This design comes from an exercise in tuning for small area and a short achievable clock period on the open sky130 flow, not from production work.
Function was checked by simulation only, so behaviour that the tests miss may differ from the original.
Power figures rest on the tool's default switching activity, not on a simulated workload.

==> flow/design.v, too long to show whole: its modules and the start of the top module <==
// module pid_controller: 907 lines
// module pid_fa: 4 lines
// module pid_pg: 4 lines
// module pid_carry16: 24 lines
// module pid_ha: 4 lines
// module top: 23 lines
module top (
  input  logic        clk,
  input  logic        rst_n,
  input  logic [15:0] setpoint,
  input  logic [15:0] feedback,
  input  logic [15:0] Kp,
  input  logic [15:0] Ki,
  input  logic [15:0] Kd,
  input  logic [15:0] clk_prescaler,
  output logic [15:0] control_signal
);
  // ...
==> flow/flow/run.sh <==
#!/bin/bash
# The standard layout, with the port buffers made of plain buf_2 cells
# instead of the delay buffers buffer_ports picks on its own.
set -euo pipefail
export BUFFER_PORTS_ARGS="-buffer_cell sky130_fd_sc_hd__buf_2"
bash standard.sh finish > standard.log 2>&1
==> flow/standard.sh <==
#!/bin/bash
# synth_recipe.tcl (not shown) runs the flow's synth.tcl, then flattens the netlist and writes it again
# the make line also repeats each setting of config.mk as NAME=value (left out here)
make -C /OpenROAD-flow-scripts/flow DESIGN_CONFIG=/design/flow/config.mk WORK_HOME=/design/flow/orfs CLKGATE_MAP_FILE= SYNTH_SCRIPT=/design/flow/synth_recipe.tcl "${@:-finish}"
==> flow/config.mk <==
export PLATFORM = sky130hd
export DESIGN_NAME = top
export DESIGN_NICKNAME = top
export VERILOG_FILES = /design/flow/design.v
export SDC_FILE = /design/flow/constraint.sdc
export NUM_CORES = 4
export LEC_CHECK = 0
export ABC_AREA = 1
export CAP_MARGIN = 20
export CORE_MARGIN = 2
export CORE_UTILIZATION = 40
export SETUP_SLACK_MARGIN = 5
export SLEW_MARGIN = 20
export SYNTH_HIERARCHICAL = 1
export SYNTH_MINIMUM_KEEP_SIZE = 0
==> flow/constraint.sdc <==
create_clock -name core_clock -period 12.5 [get_ports {clk}]
set_input_delay 2.5000 -clock core_clock [delete_from_list [all_inputs] [get_ports {clk}]]
set_output_delay 2.5000 -clock core_clock [all_outputs]
set_load 0.01 [all_outputs]
==> out/metrics.yaml, run 1 <==
yosys-top-cells-count: "nand2_1, inv_1, fa_1"
crit_chain: "buf_2 > nand2_1 > inv_1 > ha_1 > nand2_2 > nand2_4 > nand2_4 > nand2_4 > nand2_4 > nand2_4 > nand2_1 > nand2_1 > xnor2_1 > xnor2_1 > nand2_1 > nand2_1 > fa_1 > fa_1 > fa_1 > fa_1 > fa_1"
clock_area_share_pct: 1.87
power_switching_w: 0.00153
hold_ws_ns: 0.485
clockBufferDepth: 2
wl_per_cell_um: 18.8
post_cts_buffers: 0
top_layer: "met4"
min_from: "u_dut.clk_divider[0]"
drtAntennaViolNets: 0
wl_met3_um: 3570
clk_latency_ns: 0.36
rsz0062_at_grt: "false"
clkPwrFrac_pct: 9.8
drt-vias-per-instance: 5.13
r2r_end: "u_dut.C1[15]"
max_freq_mhz: 137
grt_use_met2_pct: 38.5
finalSetupTns_ns: 0
status: "complete, no violations"
multi_input_area_share_pct: 71.0
cp-start-kind: "input pin"
synth_adder_area_share_pct: 34.2
nets: 2411
crit_path_top_delay_cell: "xnor2_1"
seq_share_pct: 14.2
ys_seq_area_share_pct: 15.5
muxShareOfSynthArea_pct: 0
wl_um: 47700
max-slew-margin-rel_pct: 20.7
synth_cell_types: 43
==> run 2: changes to the inputs <==
==> flow/flow/run.sh (replaced) <==
#!/bin/bash
# The standard layout, with the port buffers made of plain buf_1 cells
# instead of the delay buffers buffer_ports picks on its own, and power
# recovery (downsizing of cells off the critical paths) after global routing.
set -euo pipefail
export BUFFER_PORTS_ARGS="-buffer_cell sky130_fd_sc_hd__buf_1"
export RECOVER_POWER=100
bash standard.sh finish > standard.log 2>&1
==> run 2 against run 1 <==
Effect of this change:
- the layout now fails its checks (max-capacitance violations, max-slew violations)
- clock power is essentially flat
- worst hold slack gained 0.0061 ns
- area after synthesis is the same
- setup slack lost 1.4 ns
- first-iteration DRC count shrank 13%
- die area is the same
- critical path type unchanged
- critical endpoint unchanged
- highest routed layer is now met5
==> out/metrics.yaml, run 2 <==
status: "complete, but fails checks"  # was complete, no violations
check.faults: "max-capacitance violations, max-slew violations"
areaGrowthSynthToFinish_pct: 7.10  # was 9.24%
coreArea_um2: 38600  # unchanged
first_iter_violations: 1028  # was 1184
yosys_warnings: 10  # unchanged
mostFrequentLayoutCell: "nand2_1"  # unchanged
max_freq_mhz: 115  # was 137 MHz
fillerInstances: 3929  # was 3874
cts_tree: "built"  # unchanged
ys_ff_latch: 97  # unchanged
cpMostUsedCell: "nand2_1"
wl_per_cell_um: 18.3  # was 18.8 um
power_switching_w: 0.00152  # was 0.00153 W
clockBufferDepth: 2  # unchanged
yosysMostFrequentCell: "nand2_1"  # unchanged
p_int_w: 0.00155  # was 0.00161 W
power.density_nw_per_um2: 183  # about the same
ys_seq_area_share_pct: 15.5  # unchanged
numPortBuffers: 113  # unchanged
skew_ns: 0.0152  # was 0.00941 ns
slew_violations: 164  # was 0
htree_num_levels: 3  # unchanged
root_buffer: "clkbuf_16"  # unchanged
hold_viol: 0  # unchanged
die_w_um: 202  # unchanged
yosys-top-cells-count: "nand2_1, inv_1, fa_1"  # unchanged
cts_buffers: 9  # unchanged
syn_area_um2: 15700  # unchanged
die-area_um2: 40800  # unchanged
finalSetupViolCount: 0  # unchanged
ios: 114  # unchanged
cts-hold-fix-buffers: 0  # unchanged
cts.clk_slew.worst_paths_ns: 0.08  # was 0.07 ns
worst_pin_slew_ns: 3.90  # was 1.19 ns
postSynthCellCount: 1923  # unchanged
ir_drop_v: 0.000158  # was 0.000134 V
drt-vias-per-instance: 5.09  # was 5.13
cp-end-kind: "flip-flop"  # unchanged
max-slew-margin-rel_pct: -160  # was 20.7%
synth.area.top_cells: "fa_1, dfrtp_1, nand2_1, ha_1, xnor2_1"  # unchanged
drtAntennaViolNets: 0  # unchanged
min_from: "u_dut.clk_divider[0]"  # unchanged
synth_top_area_share_pct: 27.6  # unchanged
drcViolationCount: 0  # unchanged
finalSetupTns_ns: 0  # unchanged
routabilityCongestion: 0.945  # was 0.964
hold_ws_ns: 0.491  # was 0.485 ns
min_period_over_period_pct: 69.8  # was 58.6%
crit_type: "in -> reg"  # unchanged
max-cap-violations: 6  # was 0
min_period_ns: 8.73  # was 7.32 ns
rsz0062_at_grt: "true"  # was false
startpoint: "feedback[0]"  # was Kd[1]
hpwl_um: 38200  # was 38600 um
seqPwrFrac_pct: 15.8  # was 15.5%
crit_fanout: 16  # was 12
antenna_found_initial: 2  # was 0
grt_pass1_wl_um: 73200  # was 74400 um
yosysTopAreaCell: "fa_1"  # unchanged
firstDrtPassIters: 6  # was 7
wl_um: 46400  # was 47700 um
start_util_pct: 40.5  # unchanged
cts.sinks: 97  # unchanged
crit_path_top_delay_cell: "xnor2_1"  # unchanged
synth_cell_types: 43  # unchanged
dieHeight_um: 202  # unchanged
path_buf_inv: 4  # was 2
grt.total_usage_pct: 23.5  # was 24.0%
worstPathArrival_ns: 8.98  # was 7.55 ns
crit_chain: "buf_1 > inv_1 > ha_1 > nand2_1 > nand2_1 > nand2_1 > nand2_1 > xnor2_1 > inv_1 > ha_1 > nor2_2 > clkbuf_1 > xnor2_1 > nand2_1 > nand2_1 > fa_1 > fa_1 > fa_1 > fa_1 > fa_1"  # was buf_2 > nand2_1 > inv_1 > ha_1 > nand2_2 > nand2_4 > nand2_4 > nand2_4 > nand2_4 > nand2_4 > nand2_1 > nand2_1 > xnor2_1 > xnor2_1 > nand2_1 > nand2_1 > fa_1 > fa_1 > fa_1 > fa_1 > fa_1
cp_slowest_stage_delay_ns: 1.41  # was 0.62 ns
hold_path_class: "reg -> reg"  # unchanged
vias: 12887  # was 13021
cp-start-kind: "input pin"  # unchanged
synth_ff_type: "dfrtp_1"  # unchanged
nets: 2408  # was 2411
diodes: 0  # unchanged
syn_area_per_cell_um2: 8.15  # unchanged
grt_pass1_vias: 13178  # was 12977
p_comb_share_pct: 74.1  # was 74.8%
synth-edff-count: 0  # unchanged
p_leak_nw: 8.93  # was 9.33 nW
synthArstFlopShare_pct: 100  # unchanged
swShare_pct: 49.6  # was 48.7%
clkPwrFrac_pct: 10.1  # was 9.8%
final_cell_mix: "nand2_1, inv_1, fa_1"  # unchanged
required_ns: 12.75  # was 12.73 ns
grt-ovfl-total: 0  # unchanged
path_delay_family: "adder cells"  # unchanged
rows: 72  # unchanged
worstReg2RegStart: "u_dut.smp"  # unchanged
clk_latency_ns: 0.37  # was 0.36 ns
drive_gt1_share_pct: 4.22  # was 11.4%
grt_max_degree: 72  # was 69
[run 2: final cells by class]
cell class                 count  area [um2]  share of cell area [%]
tap                          518         648                    3.86
sequential                    97        2430                    14.5
timing repair buffer         132         548                    3.27
multi-input combinational   1548       12000                    71.5
inverter                     223         837                    4.99
clock inverter                 7        96.3                   0.574
clock buffer                   9         225                    1.34
[run 2: cell families after synthesis]
| logic type | count (synthesis) | share of synthesized area (%) |
|---|---|---|
| other | 2 | 0.0479 |
| xor gates and xnor gates | 224 | 13.3 |
| AOI/OAI and AO/OA | 255 | 9.54 |
| and+or+nand+nor | 764 | 19.9 |
| adders and majority gates | 299 | 34.2 |
| DFF | 97 | 15.5 |
| buffers and inverters | 282 | 7.52 |
[run 2: worst paths after layout]
| path | to | slack, ns | depth (start not counted) |
|---|---|---|---|
| setup / recovery | u_dut.C1[15] | 3.77 | 20 |
| hold / removal | u_dut.clk_divider[0] | 0.49 | 1 |
| setup reg to reg | u_dut.C1[15] | 6.08 | 16 |
| hold reg to reg | u_dut.clk_divider[0] | 0.49 | 1 |
| max in group asynchronous | u_dut.smp | 5.26 | 2 |
| min in group asynchronous | u_dut.I0[15] | 2.53 | 1 |
[run 2: Yosys stat by module (local to each module, per instance), a selection]
| module | area, um2 | cells |
|---|---|---|
| pid_controller | 9690 | 1452 |
| pid_carry16 | 350 | 69 |
| pid_fa | 20.0 | 1 |
| pid_pg | 12.5 | 1 |
[run 2: what timing repair did]
action	CTS	global route
setup endpoints to repair	3	3
buffers inserted	0	3
endpoints found under the hold margin	0	0
gates cloned	0	0
pin swaps	0	1
gates resized for setup	2	7
[run 2: through the flow]
stage	setup slack, ns	instance area (um2)	cells	power [W]	util [%]
final	3.77	16800	2534	0.00307	43.4
after global routing	3.49	16800	2534	0.00344	43.4
after CTS	5.06	16900	2530	0.00311	43.6
after detailed placement	4.40	16500	2514	0.00279	42.8
after global placement	4.50	16500	2514	0.00273	42.8
after floorplan	5.31	15700	1927	0.00215	-
[run 2: power groups by stage]
stage	combinational, W	clock (W)	sequential, W
floorplan	0.00169	0	0.000462
global placement	0.00224	0	0.000487
detailed placement	0.00230	0	0.000490
CTS	0.00231	0.000316	0.000484
global route	0.00262	0.000328	0.000492
finish	0.00228	0.000310	0.000485
[run 2: layer usage]
| layer | share of wire, % | global-route usage, % |
|---|---|---|
| met1 | 44 | 32.0 |
| met2 | 45 | 37.2 |
| met3 | 7.8 | 5.26 |
| met4 | 3.2 | 7.64 |
| met5 | 0.050 | 0 |
==> run 3: changes to the inputs <==
==> flow/flow/run.sh (replaced) <==
#!/bin/bash
# The standard layout, with the port buffers made of plain buf_1 cells
# instead of the delay buffers buffer_ports picks on its own, and a larger
# setup margin for timing repair.
set -euo pipefail
export BUFFER_PORTS_ARGS="-buffer_cell sky130_fd_sc_hd__buf_1"
bash standard.sh SETUP_SLACK_MARGIN=6.5 finish > standard.log 2>&1
--- a/flow/config.mk
+++ b/flow/config.mk
@@ -9,5 +9,5 @@
 export CAP_MARGIN = 20
 export CORE_MARGIN = 2
-export CORE_UTILIZATION = 40
+export CORE_UTILIZATION = 55
 export SETUP_SLACK_MARGIN = 5
 export SLEW_MARGIN = 20
==> run 3 against run 2 <==
Effect of this change:
- worst hold slack better by 0.0041 ns
- combinational power is 13% higher
- fmax is 36% higher
- non-clock buffer count is 84 higher
- setup slack better by 2.3 ns
- first-iteration DRC count is 27% higher
- via count is 5.6% higher
- core utilization is 24 points higher
- clock skew is 0.0031 ns higher
- now clean on timing, DRC and antenna
==> out/metrics.yaml, run 3 <==
status: "complete, no violations"  # was complete, but fails checks
clkPwrFrac_pct: 9.0  # was 10.1%
grt_pass1_wl_um: 76700  # was 73200 um
rsz0062_at_grt: "true"  # unchanged
nets: 2494  # was 2408
wl_per_cell_um: 19.7  # was 18.3 um
reg2regPathDepth: 12  # was 16
p_total_w: 0.00335  # was 0.00307 W
p_leak_nw: 9.64  # was 8.93 nW
finalSetupTns_ns: 0  # unchanged
yosysTopAreaCell: "fa_1"  # unchanged
die_w_um: 173  # was 202 um
cts_tree: "built"  # unchanged
max-slew-margin-rel_pct: 24.9  # was -160%
swShare_pct: 48.7  # was 49.6%
synth_cell_types: 43  # unchanged
cts_buffers: 9  # unchanged
finalSetupViolCount: 0  # unchanged
cts.sinks: 97  # unchanged
worst_pin_slew_ns: 1.12  # was 3.90 ns
grt_pass1_vias: 13681  # was 13178
drcViolationCount: 0  # unchanged
crit_fanout: 8  # was 16
htree_num_levels: 3  # unchanged
start_util_pct: 56.1  # was 40.5%
syn_area_per_cell_um2: 8.15  # unchanged
yosys-top-cells-count: "nand2_1, inv_1, fa_1"  # unchanged
min_to: "u_dut.clk_divider[0]"  # unchanged
hpwl_um: 36800  # was 38200 um
root_buffer: "clkbuf_16"  # unchanged
drt-vias-per-instance: 5.49  # was 5.09
required_ns: 12.75  # about the same
min_period_over_period_pct: 51.2  # was 69.8%
hold_viol: 0  # unchanged
mostFrequentLayoutCell: "nand2_1"  # unchanged
synthArstFlopShare_pct: 100  # unchanged
postSynthCellCount: 1923  # unchanged
p_comb_share_pct: 76.8  # was 74.1%
clk_latency_ns: 0.37  # about the same
cts-hold-fix-buffers: 0  # unchanged
max-cap-violations: 0  # was 6
wl_um: 48800  # was 46400 um
p_int_w: 0.00172  # was 0.00155 W
ir_drop_v: 0.000147  # was 0.000158 V
skew_ns: 0.0183  # was 0.0152 ns
ios: 114  # unchanged
worstPathArrival_ns: 6.65  # was 8.98 ns
coreArea_um2: 27900  # was 38600 um2
routabilityCongestion: 0.985  # was 0.945
drive_gt1_share_pct: 19.1  # was 4.22%
final_cell_mix: "nand2_1, inv_1, fa_1"  # unchanged
dp_cells: 2368  # was 2514
antenna_found_initial: 0  # was 2
r2r_end: "u_dut.C1[15]"  # unchanged
hold_path_class: "reg -> reg"  # unchanged
min_period_ns: 6.40  # was 8.73 ns
synth.area.top_cells: "fa_1, dfrtp_1, nand2_1, ha_1, xnor2_1"  # unchanged
vias: 13604  # was 12887
ys_seq_area_share_pct: 15.5  # unchanged
power_switching_w: 0.00163  # was 0.00152 W
worstReg2RegStart: "u_dut.smp"  # unchanged
areaGrowthSynthToFinish_pct: 20.3  # was 7.10%
hold_depth: 1  # unchanged
cts.clk_slew.worst_paths_ns: 0.08  # about the same
synth-edff-count: 0  # unchanged
dieHeight_um: 173  # was 202 um
synth_ff_type: "dfrtp_1"  # unchanged
first_iter_violations: 1309  # was 1028
die-area_um2: 29900  # was 40800 um2
clockBufferDepth: 2  # unchanged
grt-ovfl-total: 0  # unchanged
rows: 61  # was 72
cp-end-kind: "flip-flop"  # unchanged
drtAntennaViolNets: 0  # unchanged
yosysMostFrequentCell: "nand2_1"  # unchanged
ys_ff_latch: 97  # unchanged
numPortBuffers: 113  # unchanged
crit_type: "in -> reg"  # unchanged
diodes: 0  # unchanged
grt.total_usage_pct: 33.3  # was 23.5%
firstDrtPassIters: 7  # was 6
syn_area_um2: 15700  # unchanged
instances_no_fill: 2480  # was 2534
cp-start-kind: "input pin"  # unchanged
seqPwrFrac_pct: 14.2  # was 15.8%
grt_max_degree: 68  # was 72
r2r_setup_slack_ns: 6.57  # was 6.08 ns
min_from: "u_dut.clk_divider[0]"  # unchanged
yosys_warnings: 10  # unchanged
synth_top_area_share_pct: 27.6  # unchanged
slew_violations: 0  # was 164
max_freq_mhz: 156  # was 115 MHz
power.density_nw_per_um2: 177  # was 183 nW/um2
run 3: modules after synthesis, one instance, submodules excluded, a selection:
module	times used	cell area, um2	flops+latches
pid_pg	48	12.5	0
pid_carry16	3	350	0
pid_controller	1	9690	97
pid_fa	216	20.0	0
run 3: cell type report:
cell class | count | area, um2
clock buffers | 9 | 225
clock inverters | 7 | 85.1
fillers | 2343 | 9080
inverters | 223 | 877
multi-input cells | 1550 | 13400
flip-flops and latches | 97 | 2430
well taps | 378 | 473
repair buffers | 216 | 1370
run 3: through the flow:
stage / hold slack (ns) / area [um2] / utilization, % / setup slack (ns)
after floorplan: 0.449 / 16200 / - / 5.99
after global placement: 0.469 / 16800 / 60.2 / 5.16
after detailed placement: 0.474 / 16800 / 60.2 / 5.11
after CTS: 0.487 / 18400 / 65.7 / 6.15
after global routing: 0.523 / 18900 / 67.5 / 5.95
final: 0.495 / 18900 / 67.5 / 6.10
run 3: layer usage:
metal | global-route usage [%] | part of all wire [%] | vias up
met5 | 0 | 0 | -
met4 | 10.3 | 3.9 | 0
met3 | 6.24 | 7.8 | 124
met2 | 54.0 | 46 | 573
met1 | 45.8 | 43 | 6587
li1 | - | - | 6320
run 3: worst max-delay path: stages:
cell     delay [ns]
buf_8          0.10
inv_6          0.04
ha_4           0.20
nand2_4        0.08
nand2_4        0.05
nand2_4        0.07
nand2_4        0.06
nand2_4        0.08
nand2_8        0.08
nand2_8        0.08
nand2_8        0.09
nand2_4        0.09
nand2_4        0.06
xnor2_4        0.21
inv_2          0.08
ha_4           0.17
nor2_4         0.21
buf_4          0.15
xnor2_1        0.07
nand2_1        0.11
nand2_1        0.08
fa_1           0.58
fa_1           0.44
fa_1           0.54
fa_2           0.43
run 3: power groups by stage:
stage	logic (W)	clock network (W)	registers [W]
2_1_floorplan	0.00176	0	0.000462
3_3_place_gp	0.00229	0	0.000478
3_5_place_dp	0.00237	0	0.000481
4_1_cts	0.00251	0.000308	0.000475
5_1_grt	0.00290	0.000318	0.000482
6_report	0.00257	0.000302	0.000475
run 3: timing repair:
item | CTS | global route
setup buffers | 76 | 18
pin swaps | 67 | 53
cloned | 1 | 1
resized for setup | 140 | 86
setup endpoints to repair | 26 | 24
run 3: cells by family after synthesis:
group | synth area share [%]
flops | 15.5
xor+xnor | 13.3
simple gates | 19.9
buf+inv | 7.52
other cells | 0.0479
fa+ha+maj | 34.2
compound gates | 9.54
run 3: worst max-delay path by stage:
| stage | start | to | slack (ns) |
|---|---|---|---|
| floorplan | feedback[0] | u_dut.C1[15] | 5.99 |
| global placement | feedback[0] | u_dut.C1[14] | 5.16 |
| detailed placement | feedback[0] | u_dut.C1[14] | 5.11 |
| CTS | feedback[0] | u_dut.C1[15] | 6.15 |
| global route | feedback[3] | u_dut.C1[15] | 5.95 |
| finish | feedback[0] | u_dut.C1[14] | 6.10 |
==> run 4: changes to the inputs <==
--- a/flow/flow/run.sh
+++ b/flow/flow/run.sh
@@ -5,3 +5,3 @@
 set -euo pipefail
 export BUFFER_PORTS_ARGS="-buffer_cell sky130_fd_sc_hd__buf_1"
-bash standard.sh SETUP_SLACK_MARGIN=6.5 finish > standard.log 2>&1
+bash standard.sh SETUP_SLACK_MARGIN=8 finish > standard.log 2>&1
--- a/flow/config.mk
+++ b/flow/config.mk
@@ -9,5 +9,5 @@
 export CAP_MARGIN = 20
 export CORE_MARGIN = 2
-export CORE_UTILIZATION = 55
+export CORE_UTILIZATION = 40
 export SETUP_SLACK_MARGIN = 5
 export SLEW_MARGIN = 20
==> run 4 against run 3 <==
Effect of this change:
- global-route usage down 8.3 points
- clock skew down 0.0020 ns
- critical endpoint unchanged
- sequential cell count unchanged
- combinational power up 15%
- core utilization down 15 points
- final cell count up 7.1%
- critical path depth up 3
==> out/metrics.yaml, run 4 <==
status: "complete, no violations"  # unchanged
min_period_over_period_pct: 51.2  # about the same
rows: 72  # was 61
dp_cells: 2507  # was 2368
ios: 114  # unchanged
syn_area_per_cell_um2: 8.15  # unchanged
clockBufferDepth: 2  # unchanged
p_comb_share_pct: 79.0  # was 76.8%
power_switching_w: 0.00180  # was 0.00163 W
hold_viol: 0  # unchanged
drtAntennaViolNets: 0  # unchanged
final_cell_mix: "nand2_1, inv_1, fa_1"  # unchanged
root_buffer: "clkbuf_16"  # unchanged
required_ns: 12.75  # about the same
htree_num_levels: 3  # unchanged
fillerInstances: 3493  # was 2343
dieHeight_um: 202  # was 173 um
grt_pass1_wl_um: 78600  # was 76700 um
postSynthCellCount: 1923  # unchanged
clk_latency_ns: 0.37  # about the same
coreArea_um2: 38600  # was 27900 um2
grt.total_usage_pct: 25.0  # was 33.3%
die-area_um2: 40800  # was 29900 um2
synthArstFlopShare_pct: 100  # unchanged
cts-hold-fix-buffers: 0  # unchanged
ys_seq_area_share_pct: 15.5  # unchanged
grt_pass1_vias: 13992  # was 13681
synth_cell_types: 43  # unchanged
yosysTopAreaCell: "fa_1"  # unchanged
clkPwrFrac_pct: 7.8  # was 9.0%
syn_area_um2: 15700  # unchanged
cp-start-kind: "input pin"  # unchanged
yosysMostFrequentCell: "nand2_1"  # unchanged
grt_max_degree: 75  # was 68
cts.sinks: 97  # unchanged
instances_no_fill: 2656  # was 2480
drt-vias-per-instance: 5.13  # was 5.49
worstPathArrival_ns: 6.65  # about the same
p_total_w: 0.00374  # was 0.00335 W
yosys-top-cells-count: "nand2_1, inv_1, fa_1"  # unchanged
ys_ff_latch: 97  # unchanged
wl_per_cell_um: 19.0  # was 19.7 um
synth.area.top_cells: "fa_1, dfrtp_1, nand2_1, ha_1, xnor2_1"  # unchanged
fin_util_pct: 52.8  # was 67.5%
synth_ff_type: "dfrtp_1"  # unchanged
vias: 13629  # was 13604
hold_path_class: "reg -> reg"  # unchanged
seqPwrFrac_pct: 13.2  # was 14.2%
max-slew-margin-rel_pct: 19.4  # was 24.9%
synth-edff-count: 0  # unchanged
finalSetupTns_ns: 0  # unchanged
min_period_ns: 6.40  # about the same
numPortBuffers: 113  # unchanged
ir_drop_v: 0.000169  # was 0.000147 V
rsz0062_at_grt: "true"  # unchanged
worst_pin_slew_ns: 1.21  # was 1.12 ns
cts.clk_slew.worst_paths_ns: 0.08  # about the same
mostFrequentLayoutCell: "nand2_1"  # unchanged
max-cap-violations: 0  # unchanged
grt-ovfl-total: 0  # unchanged
max_freq_mhz: 156  # about the same
drive_gt1_share_pct: 27.6  # was 19.1%
start_util_pct: 40.5  # was 56.1%
finalSetupViolCount: 0  # unchanged
cts_buffers: 9  # unchanged
power.density_nw_per_um2: 183  # was 177 nW/um2
synth_top_area_share_pct: 27.6  # unchanged
diodes: 0  # unchanged
slew_violations: 0  # unchanged
cp-end-kind: "flip-flop"  # unchanged
hpwl_um: 38600  # was 36800 um
die_w_um: 202  # was 173 um
p_leak_nw: 10.1  # was 9.64 nW
yosys_warnings: 10  # unchanged
p_int_w: 0.00194  # was 0.00172 W
firstDrtPassIters: 5  # was 7
crit_type: "in -> reg"  # unchanged
cts_tree: "built"  # unchanged
swShare_pct: 48.1  # was 48.7%
wl_um: 50300  # was 48800 um
nets: 2530  # was 2494
crit_fanout: 7  # was 8
areaGrowthSynthToFinish_pct: 30.3  # was 20.3%
first_iter_violations: 981  # was 1309
hold_ws_ns: 0.498  # was 0.495 ns
skew_ns: 0.0163  # was 0.0183 ns
routabilityCongestion: 0.917  # was 0.985
drcViolationCount: 0  # unchanged
antenna_found_initial: 1  # was 0
==> run 4: cell type report <==
| class | count | area (um2) | share of cell area (%) |
|---|---|---|---|
| clock buffer | 9 | 225 | 1.10 |
| clock inverter | 7 | 81.3 | 0.398 |
| tap | 518 | 648 | 3.17 |
| sequential | 97 | 2430 | 11.9 |
| inverter | 223 | 900 | 4.41 |
| multi-input combinational | 1549 | 14200 | 69.8 |
| timing repair buffer | 253 | 1890 | 9.24 |
==> run 4: cells by family after synthesis <==
logic type	Yosys count	synth area share, %
fa+ha+maj	299	34.2
flops	97	15.5
buf+inv	282	7.52
compound gates	255	9.54
other cells	2	0.0479
simple gates	764	19.9
xor+xnor	224	13.3
==> run 4: final timing paths <==
path,start,to,slack (ns),depth (start not counted)
worst max-delay path,feedback[0],u_dut.C1[14],6.10,28
worst min-delay path,u_dut.clk_divider[0],u_dut.clk_divider[0],0.50,1
worst max register to register,u_dut.prev[9],u_dut.C1[14],6.53,12
worst min register to register,u_dut.clk_divider[0],u_dut.clk_divider[0],0.50,1
max in group asynchronous,rst_n,u_dut.prev[15],9.12,2
min in group asynchronous,rst_n,u_dut.clk_divider[14],2.05,1
==> run 4: what timing repair did <==
item,CTS,global route
pin swaps,88,93
resized for setup,221,133
setup endpoints to repair,63,62
setup buffers,101,31
gates cloned,1,0
endpoints found under the hold margin,0,0
==> run 4: power by group through the flow <==
| stage | sequential (W) | clock, W | combinational (W) |
|---|---|---|---|
| floorplan | 0.000462 | 0 | 0.00180 |
| detailed placement | 0.000481 | 0 | 0.00247 |
| global placement | 0.000480 | 0 | 0.00239 |
| CTS | 0.000489 | 0.000296 | 0.00270 |
| global route | 0.000501 | 0.000308 | 0.00330 |
| finish | 0.000495 | 0.000291 | 0.00296 |
==> run 4: modules after synthesis, one instance, submodules excluded, a selection <==
module	cells	area [um2]
pid_controller	1452	9690
pid_carry16	69	350
pid_pg	1	12.5
pid_fa	1	20.0
==> run 4: worst max-delay path, stage by stage <==
cell     delay (ns)
buf_8          0.08
inv_8          0.03
ha_4           0.26
nand2_4        0.05
nand2_4        0.06
nand2_4        0.05
nand2_4        0.07
nand2_4        0.07
nand2_8        0.08
nand2_4        0.06
nand2_4        0.10
nand2_4        0.06
nand2_4        0.08
inv_4          0.04
nand2_4        0.07
nand2_8        0.07
buf_6          0.14
nor2_4         0.12
buf_12         0.15
buf_6          0.11
xnor2_2        0.06
nand2_1        0.11
nand2_2        0.08
fa_2           0.39
fa_2           0.40
fa_2           0.37
fa_1           0.55
fa_2           0.44
==> run 4: stage by stage <==
stage	area [um2]	setup slack (ns)
finish	20400	6.10
global placement	17400	5.15
floorplan	16600	5.99
CTS	19500	6.17
global route	20400	5.95
detailed placement	17400	5.06
==> run 4: routing by layer <==
layer | share of wire (%) | wire (um) | GRT usage (%)
met5 | 0.020 | 10 | 0
met4 | 3.2 | 1620 | 7.96
met3 | 7.3 | 3680 | 4.53
met2 | 49 | 24500 | 41.9
met1 | 41 | 20600 | 33.0
==> run 5: changes to the inputs <==
--- a/flow/flow/run.sh
+++ b/flow/flow/run.sh
@@ -5,3 +5,3 @@
 set -euo pipefail
 export BUFFER_PORTS_ARGS="-buffer_cell sky130_fd_sc_hd__buf_1"
-bash standard.sh SETUP_SLACK_MARGIN=8 finish > standard.log 2>&1
+bash standard.sh SETUP_SLACK_MARGIN=7.2 finish > standard.log 2>&1
==> run 5 against run 4 <==
Effect of this change:
- first-iteration DRC count up 11%
- clock skew down 0.0063 ns
- sequential power shrank 2%
- area after synthesis unchanged
- final cell count shrank 0.38%
- worst hold slack got worse by 0.0044 ns
- design area shrank 3.8%
- global-route usage rose by 0.22 points
- critical path depth fell by 3
- sequential cell count is the same
- wire length rose by 0.11%
- largest power group unchanged
==> out/metrics.yaml, run 5 <==
hpwl_um: 38800  # was 38600 um
max-slew-margin-rel_pct: 16.9  # was 19.4%
clk_latency_ns: 0.38  # was 0.37 ns
dieHeight_um: 202  # unchanged
grt_max_degree: 74  # was 75
grt.total_usage_pct: 25.3  # was 25.0%
firstDrtPassIters: 5  # unchanged
cts-hold-fix-buffers: 0  # unchanged
cp-end-kind: "flip-flop"  # unchanged
dpl_cell_area_um2: 17200  # was 17400 um2
numPortBuffers: 113  # unchanged
p_leak_nw: 9.84  # was 10.1 nW
yosysTopAreaCell: "fa_1"  # unchanged
ys_seq_area_share_pct: 15.5  # unchanged
drive_gt1_share_pct: 23.4  # was 27.6%
hold_path_class: "reg -> reg"  # unchanged
diodes: 0  # unchanged
max_freq_mhz: 156  # about the same
post-route-cell-area_um2: 19600  # was 20400 um2
hold_viol: 0  # unchanged
ir_drop_v: 0.000139  # was 0.000169 V
min_period_over_period_pct: 51.2  # about the same
cts.clk_slew.worst_paths_ns: 0.08  # about the same
antenna_found_initial: 0  # was 1
synth_top_area_share_pct: 27.6  # unchanged
hold_ws_ns: 0.494  # was 0.498 ns
drcViolationCount: 0  # unchanged
syn_area_per_cell_um2: 8.15  # unchanged
worstPathArrival_ns: 6.64  # was 6.65 ns
wl_per_cell_um: 19.0  # about the same
grt_pass1_vias: 13682  # was 13992
grt-ovfl-total: 0  # unchanged
synth.area.top_cells: "fa_1, dfrtp_1, nand2_1, ha_1, xnor2_1"  # unchanged
cts_buffers: 9  # unchanged
cp-start-kind: "input pin"  # unchanged
wl_um: 50400  # was 50300 um
ys_ff_latch: 97  # unchanged
start_util_pct: 40.5  # unchanged
die-area_um2: 40800  # unchanged
drtAntennaViolNets: 0  # unchanged
slew_violations: 0  # unchanged
cts.sinks: 97  # unchanged
required_ns: 12.75  # about the same
skew_ns: 0.00999  # was 0.0163 ns
mostFrequentLayoutCell: "nand2_1"  # unchanged
status: "complete, no violations"  # unchanged
final_cell_mix: "nand2_1, inv_1, fa_1"  # unchanged
htree_num_levels: 3  # unchanged
synthArstFlopShare_pct: 100  # unchanged
max-cap-violations: 0  # unchanged
finalSetupViolCount: 0  # unchanged
min_period_ns: 6.40  # about the same
routabilityCongestion: 0.974  # was 0.917
areaGrowthSynthToFinish_pct: 25.3  # was 30.3%
synth-edff-count: 0  # unchanged
yosys-top-cells-count: "nand2_1, inv_1, fa_1"  # unchanged
die_w_um: 202  # unchanged
vias: 13646  # was 13629
power.density_nw_per_um2: 173  # was 183 nW/um2
crit_fanout: 8  # was 7
coreArea_um2: 38600  # unchanged
yosys_warnings: 10  # unchanged
grt_pass1_wl_um: 78300  # was 78600 um
nets: 2520  # was 2530
crit_type: "in -> reg"  # unchanged
cts_tree: "built"  # unchanged
fillerInstances: 3608  # was 3493
synth_ff_type: "dfrtp_1"  # unchanged
root_buffer: "clkbuf_16"  # unchanged
ios: 114  # unchanged
rsz0062_at_grt: "true"  # unchanged
worst_pin_slew_ns: 1.24  # was 1.21 ns
finalSetupTns_ns: 0  # unchanged
p_total_w: 0.00340  # was 0.00374 W
syn_area_um2: 15700  # unchanged
postSynthCellCount: 1923  # unchanged
drt-vias-per-instance: 5.16  # was 5.13
synth_cell_types: 43  # unchanged
rows: 72  # unchanged
yosysMostFrequentCell: "nand2_1"  # unchanged
clockBufferDepth: 2  # unchanged
first_iter_violations: 1089  # was 981
## run 5: cell counts after synthesis
No cell type changed its count.
## run 5: worst max-delay path, stage by stage
cell     delay (ns)
buf_6          0.10
ha_4           0.24
nand2_4        0.06
nand2_4        0.05
nand2_4        0.06
nand2_4        0.06
nand2_4        0.09
nand2_8        0.07
nand2_4        0.09
nand2_8        0.09
buf_6          0.14
xnor2_4        0.25
inv_2          0.10
ha_4           0.17
nor2_4         0.11
buf_12         0.15
buf_12         0.12
xnor2_4        0.06
nand2_1        0.09
nand2_2        0.07
fa_2           0.34
fa_2           0.35
fa_2           0.34
fa_1           0.50
fa_2           0.44
## run 5: layout make-up
cell class              count  area (um2)  area share [%]
clock inverters             7        78.8           0.401
multi-input cells        1548       13600            69.3
well taps                 518         648            3.30
clock buffers               9         225            1.15
inverters                 223         888            4.52
flip-flops and latches     97        2430            12.4
repair buffers            244        1750            8.90
## run 5: per-stage QoR
step / setup slack (ns) / util [%] / std cells
finish: 6.10 / 50.8 / 2646
global route: 5.93 / 50.8 / 2646
floorplan: 5.99 / - / 1927
detailed placement: 5.07 / 44.6 / 2507
global placement: 5.12 / 44.6 / 2507
CTS: 6.09 / 48.9 / 2604
## run 5: cells by family (layout without fill, tap and decap cells)
family / count (synthesis) / in the layout / share of synthesized area [%]
AOI/OAI and AO/OA: 255 / 255 / 9.54
xor gates and xnor gates: 224 / 224 / 13.3
adders and majority gates: 299 / 299 / 34.2
buffers and inverters: 282 / 483 / 7.52
DFF: 97 / 97 / 15.5
other: 2 / 6 / 0.0479
and+or+nand+nor: 764 / 764 / 19.9
## run 5: timing repair
item	CTS	global route
gates resized for setup	151	99
setup buffers	81	42
setup endpoints to repair	43	43
pin swaps	68	43
endpoints found under the hold margin	0	0
## run 5: metal layers
layer | vias to the layer above | share of wire (%) | global-route usage [%]
li1 | 6364 | - | -
met1 | 6710 | 43 | 34.2
met2 | 485 | 49 | 43.1
met3 | 87 | 5.5 | 2.64
met4 | 0 | 2.7 | 6.91
met5 | - | 0 | 0
## run 5: Yosys stat by module (local to each module, per instance), excerpt
module	cell area [um2]	cells
pid_pg	12.5	1
pid_fa	20.0	1
pid_carry16	350	69
pid_controller	9690	1452
## run 5: report_power, final
part	internal, W	switching [W]
registers	0.000428	0.0000595
clock network	0.000142	0.000149
logic	0.00118	0.00143
total	0.00175	0.00164
## run 5: final timing paths
kind                                           start  cells past startpoint                     to  slack, ns
worst max-delay path                     setpoint[0]                     25           u_dut.C1[13]       6.10
worst min-delay path            u_dut.clk_divider[0]                      1   u_dut.clk_divider[0]       0.49
worst max register to register             u_dut.smp                     12           u_dut.C1[15]       6.77
worst min register to register  u_dut.clk_divider[0]                      1   u_dut.clk_divider[0]       0.49
max in group asynchronous                      rst_n                      2         u_dut.prev[10]       9.12
min in group asynchronous                      rst_n                      1  u_dut.clk_divider[14]       2.05
==> run 6: changes to the inputs <==
--- a/flow/flow/run.sh
+++ b/flow/flow/run.sh
@@ -5,3 +5,3 @@
 set -euo pipefail
 export BUFFER_PORTS_ARGS="-buffer_cell sky130_fd_sc_hd__buf_1"
-bash standard.sh SETUP_SLACK_MARGIN=7.2 finish > standard.log 2>&1
+bash standard.sh SETUP_SLACK_MARGIN=6.5 finish > standard.log 2>&1
==> run 6 against run 5 <==
Effect of this change:
- still clean on timing, DRC and antenna
- wire length fell by 4.1%
- synthesized cell count unchanged
- die area unchanged
- worst hold slack worse by 0.0030 ns
- power fell by 2.6%
- fmax down 0.24%
- sequential power is essentially flat
- largest cell class unchanged
- highest routed layer unchanged
==> out/metrics.yaml, run 6 <==
yosysTopAreaCell: "fa_1"  # unchanged
yosys_warnings: 10  # unchanged
ys_seq_area_share_pct: 15.5  # unchanged
drtAntennaViolNets: 0  # unchanged
path_delay_family: "adder cells"  # unchanged
power.density_nw_per_um2: 178  # was 173 nW/um2
min_from: "u_dut.clk_divider[0]"  # unchanged
clk_latency_ns: 0.38  # about the same
coreArea_um2: 38600  # unchanged
max-slew-margin-rel_pct: 26.4  # was 16.9%
ir_drop_v: 0.000128  # was 0.000139 V
rsz0062_at_grt: "true"  # unchanged
cpMostUsedCell: "fa_1"  # was nand2_4
final_cell_mix: "nand2_1, inv_1, fa_1"  # unchanged
max-cap-violations: 0  # unchanged
max_freq_mhz: 156  # about the same
grt_pass1_wl_um: 76300  # was 78300 um
mostFrequentLayoutCell: "nand2_1"  # unchanged
areaGrowthSynthToFinish_pct: 18.8  # was 25.3%
required_ns: 12.74  # was 12.75 ns
syn_area_per_cell_um2: 8.15  # unchanged
root_buffer: "clkbuf_16"  # unchanged
status: "complete, no violations"  # unchanged
path_buf_inv: 2  # was 5
p_comb_share_pct: 76.4  # was 77.1%
synth_cell_types: 43  # unchanged
wl_per_cell_um: 18.6  # was 19.0 um
hold_viol: 0  # unchanged
worst_pin_slew_ns: 1.10  # was 1.24 ns
nets: 2472  # was 2520
first_iter_violations: 1042  # was 1089
cp_slowest_stage_delay_ns: 0.60  # was 0.50 ns
die_w_um: 202  # unchanged
vias: 13339  # was 13646
crit_type: "in -> reg"  # unchanged
numPortBuffers: 113  # unchanged
min_period_over_period_pct: 51.3  # was 51.2%
die-area_um2: 40800  # unchanged
cp-end-kind: "flip-flop"  # unchanged
firstDrtPassIters: 5  # unchanged
crit_path_top_delay_cell: "fa_1"  # unchanged
grt.total_usage_pct: 24.5  # was 25.3%
synth-edff-count: 0  # unchanged
r2r_end: "u_dut.C1[15]"  # unchanged
hpwl_um: 38400  # was 38800 um
rows: 72  # unchanged
synth_ff_type: "dfrtp_1"  # unchanged
finalSetupViolCount: 0  # unchanged
min_period_ns: 6.41  # was 6.40 ns
drt-vias-per-instance: 5.13  # was 5.16
ys_ff_latch: 97  # unchanged
p_int_w: 0.00169  # was 0.00175 W
routabilityCongestion: 0.986  # was 0.974
dieHeight_um: 202  # unchanged
drcViolationCount: 0  # unchanged
syn_area_um2: 15700  # unchanged
grt_max_degree: 82  # was 74
cts.clk_slew.worst_paths_ns: 0.08  # about the same
worstReg2RegStart: "u_dut.smp"  # unchanged
p_leak_nw: 9.46  # was 9.84 nW
worstPathArrival_ns: 6.65  # was 6.64 ns
synth_top_area_share_pct: 27.6  # unchanged
grt-ovfl-total: 0  # unchanged
crit_chain: "buf_1 > nand2_4 > buf_4 > xor2_1 > o22ai_1 > fa_1 > fa_1 > fa_1 > fa_1 > fa_1 > fa_1 > fa_1"
min_to: "u_dut.clk_divider[0]"  # unchanged
diodes: 0  # unchanged
finalSetupTns_ns: 0  # unchanged
cts_tree: "built"  # unchanged
wl_um: 48300  # was 50400 um
cts-hold-fix-buffers: 0  # unchanged
dp_cells: 2508  # was 2507
yosysMostFrequentCell: "nand2_1"  # unchanged
cts.sinks: 97  # unchanged
fillerInstances: 3713  # was 3608
clockBufferDepth: 2  # unchanged
cts_buffers: 9  # unchanged
reg2regPathDepth: 12  # unchanged
start_util_pct: 40.5  # unchanged
antenna_found_initial: 0  # unchanged
yosys-top-cells-count: "nand2_1, inv_1, fa_1"  # unchanged
hold_path_class: "reg -> reg"  # unchanged
cp-start-kind: "input pin"  # unchanged
skew_ns: 0.0108  # was 0.00999 ns
ios: 114  # unchanged
hold_depth: 1  # unchanged
power_switching_w: 0.00161  # was 0.00164 W
drive_gt1_share_pct: 16.5  # was 23.4%
r2r_setup_slack_ns: 6.62  # was 6.77 ns
crit_fanout: 5  # was 8
swShare_pct: 48.8  # was 48.4%
instances_no_fill: 2598  # was 2646
synthArstFlopShare_pct: 100  # unchanged
clkPwrFrac_pct: 8.8  # was 8.6%
seqPwrFrac_pct: 14.7  # was 14.3%
slew_violations: 0  # unchanged
grt_pass1_vias: 13782  # was 13682
postSynthCellCount: 1923  # unchanged
htree_num_levels: 3  # unchanged
synth.area.top_cells: "fa_1, dfrtp_1, nand2_1, ha_1, xnor2_1"  # unchanged
==> run 6: worst max path at each step <==
stage | start | end | slack, ns | cells past startpoint
detailed placement | feedback[0] | u_dut.C1[15] | 5.15 | 22
global placement | feedback[0] | u_dut.C1[15] | 5.17 | 22
finish | Kd[7] | u_dut.C1[15] | 6.09 | 12
CTS | Kd[11] | u_dut.C1[15] | 6.06 | 16
floorplan | feedback[0] | u_dut.C1[15] | 5.99 | 24
global route | feedback[0] | u_dut.C1[14] | 5.94 | 27
==> run 6: Yosys stat by module (local to each module, per instance), a selection <==
module	cells	copies in the design	flops+latches	cell area, um2
pid_carry16	69	3	0	350
pid_controller	1452	1	97	9690
pid_fa	1	216	0	20.0
pid_pg	1	48	0	12.5
==> run 6: logic make-up after synthesis <==
| group | count (synthesis) | share of synthesized area, % |
|---|---|---|
| AO/OA/AOI/OAI | 255 | 9.54 |
| other | 2 | 0.0479 |
| flip-flops | 97 | 15.5 |
| adder cells (fa/ha/maj) | 299 | 34.2 |
| XOR/XNOR | 224 | 13.3 |
| AND/OR/NAND/NOR | 764 | 19.9 |
| buffers and inverters | 282 | 7.52 |
==> run 6: worst reg2reg max path: stages, from the launching register on <==
cell and delay, ns:
dfrtp_2 0.76, buf_4 0.67, nand2_1 0.22, nand2_1 0.15, fa_1 0.19, fa_1 0.47
fa_1 0.47, fa_1 0.46, fa_1 0.43, fa_1 0.44, fa_1 0.60, fa_1 0.45
fa_1 0.46
==> run 6: per-stage QoR <==
| step | setup slack (ns) | area (um2) | util, % | power [W] | hold WS, ns |
|---|---|---|---|---|---|
| 2_1_floorplan | 5.99 | 16200 | - | 0.00222 | 0.449 |
| 3_3_place_gp | 5.17 | 17000 | 43.9 | 0.00282 | 0.475 |
| 5_1_grt | 5.94 | 18600 | 48.2 | 0.00369 | 0.510 |
| 4_1_cts | 6.06 | 18200 | 47.1 | 0.00329 | 0.498 |
| 3_5_place_dp | 5.15 | 17000 | 43.9 | 0.00288 | 0.488 |
| 6_report | 6.09 | 18600 | 48.2 | 0.00331 | 0.491 |
==> run 6: power by group through the flow <==
stage	sequential [W]	combinational, W	clock [W]
floorplan	0.000462	0.00176	0
global placement	0.000493	0.00232	0
detailed placement	0.000494	0.00238	0
CTS	0.000488	0.00250	0.000300
global route	0.000492	0.00288	0.000314
finish	0.000487	0.00253	0.000293
==> run 6: what timing repair did <==
item | CTS | global route
buffers inserted | 55 | 16
gates resized for setup | 96 | 69
gates cloned | 2 | 1
endpoints found under the setup margin | 21 | 24
pin swaps | 53 | 52
==> run 6: layer usage <==
metal,vias to the layer above,share of wire [%],track usage (%)
li1,6261,-,-
met1,6517,42,32.1
met2,454,47,40.0
met3,107,6.7,5.03
met4,0,4.1,9.11
met5,-,0,0
==> run 6: area by class of cell <==
| class | count | area (um2) | share of cell area [%] |
|---|---|---|---|
| clock inverter | 7 | 81.3 | 0.437 |
| tap | 518 | 648 | 3.48 |
| clock buffer | 9 | 225 | 1.21 |
| sequential | 97 | 2430 | 13.0 |
| inverter | 223 | 880 | 4.73 |
| multi-input combinational | 1549 | 13100 | 70.6 |
| timing repair buffer | 195 | 1200 | 6.45 |

[separate check: timing with driven ports]
Ports are ideal in the flow. The routed layouts listed here were re-timed in OpenROAD.
Step 1, drivers: a clkbuf_16 drives clk and a buf_2 each remaining input, both assumed.
Step 2 adds t to the input delays and takes it off the output delays; t is the mean of the earliest and latest rising clock arrival at the registers after step 1. Input paths then give back, and output paths get back, about the clock's delay inside the block.
a / b / c = ideal ports / drivers / drivers and shift; a / b = the first two.
run	shift t [ns]	setup slack, ns	latest minus earliest clock arrival (ns)	slew at the worst register clock pin (ns)	worst slew at a driven data input, ns
run 1	0.410	5.181 / 5.214 / 4.804	0.009 / 0.009	0.08 / 0.08	0.05
run 2	0.415	3.770 / 3.798 / 3.382	0.015 / 0.015	0.09 / 0.09	0.04
run 3	0.410	6.099 / 6.083 / 5.673	0.019 / 0.018	0.09 / 0.09	0.06
run 4	0.413	6.096 / 6.096 / 5.683	0.017 / 0.017	0.08 / 0.08	0.05
run 5	0.423	6.101 / 6.116 / 5.693	0.010 / 0.010	0.08 / 0.08	0.05
run 6	0.422	6.085 / 6.093 / 5.671	0.011 / 0.011	0.08 / 0.08	0.05
For run 3, which loses most, drivers alone change the setup slack by -0.016 ns; drivers and shift together by -0.426 ns.
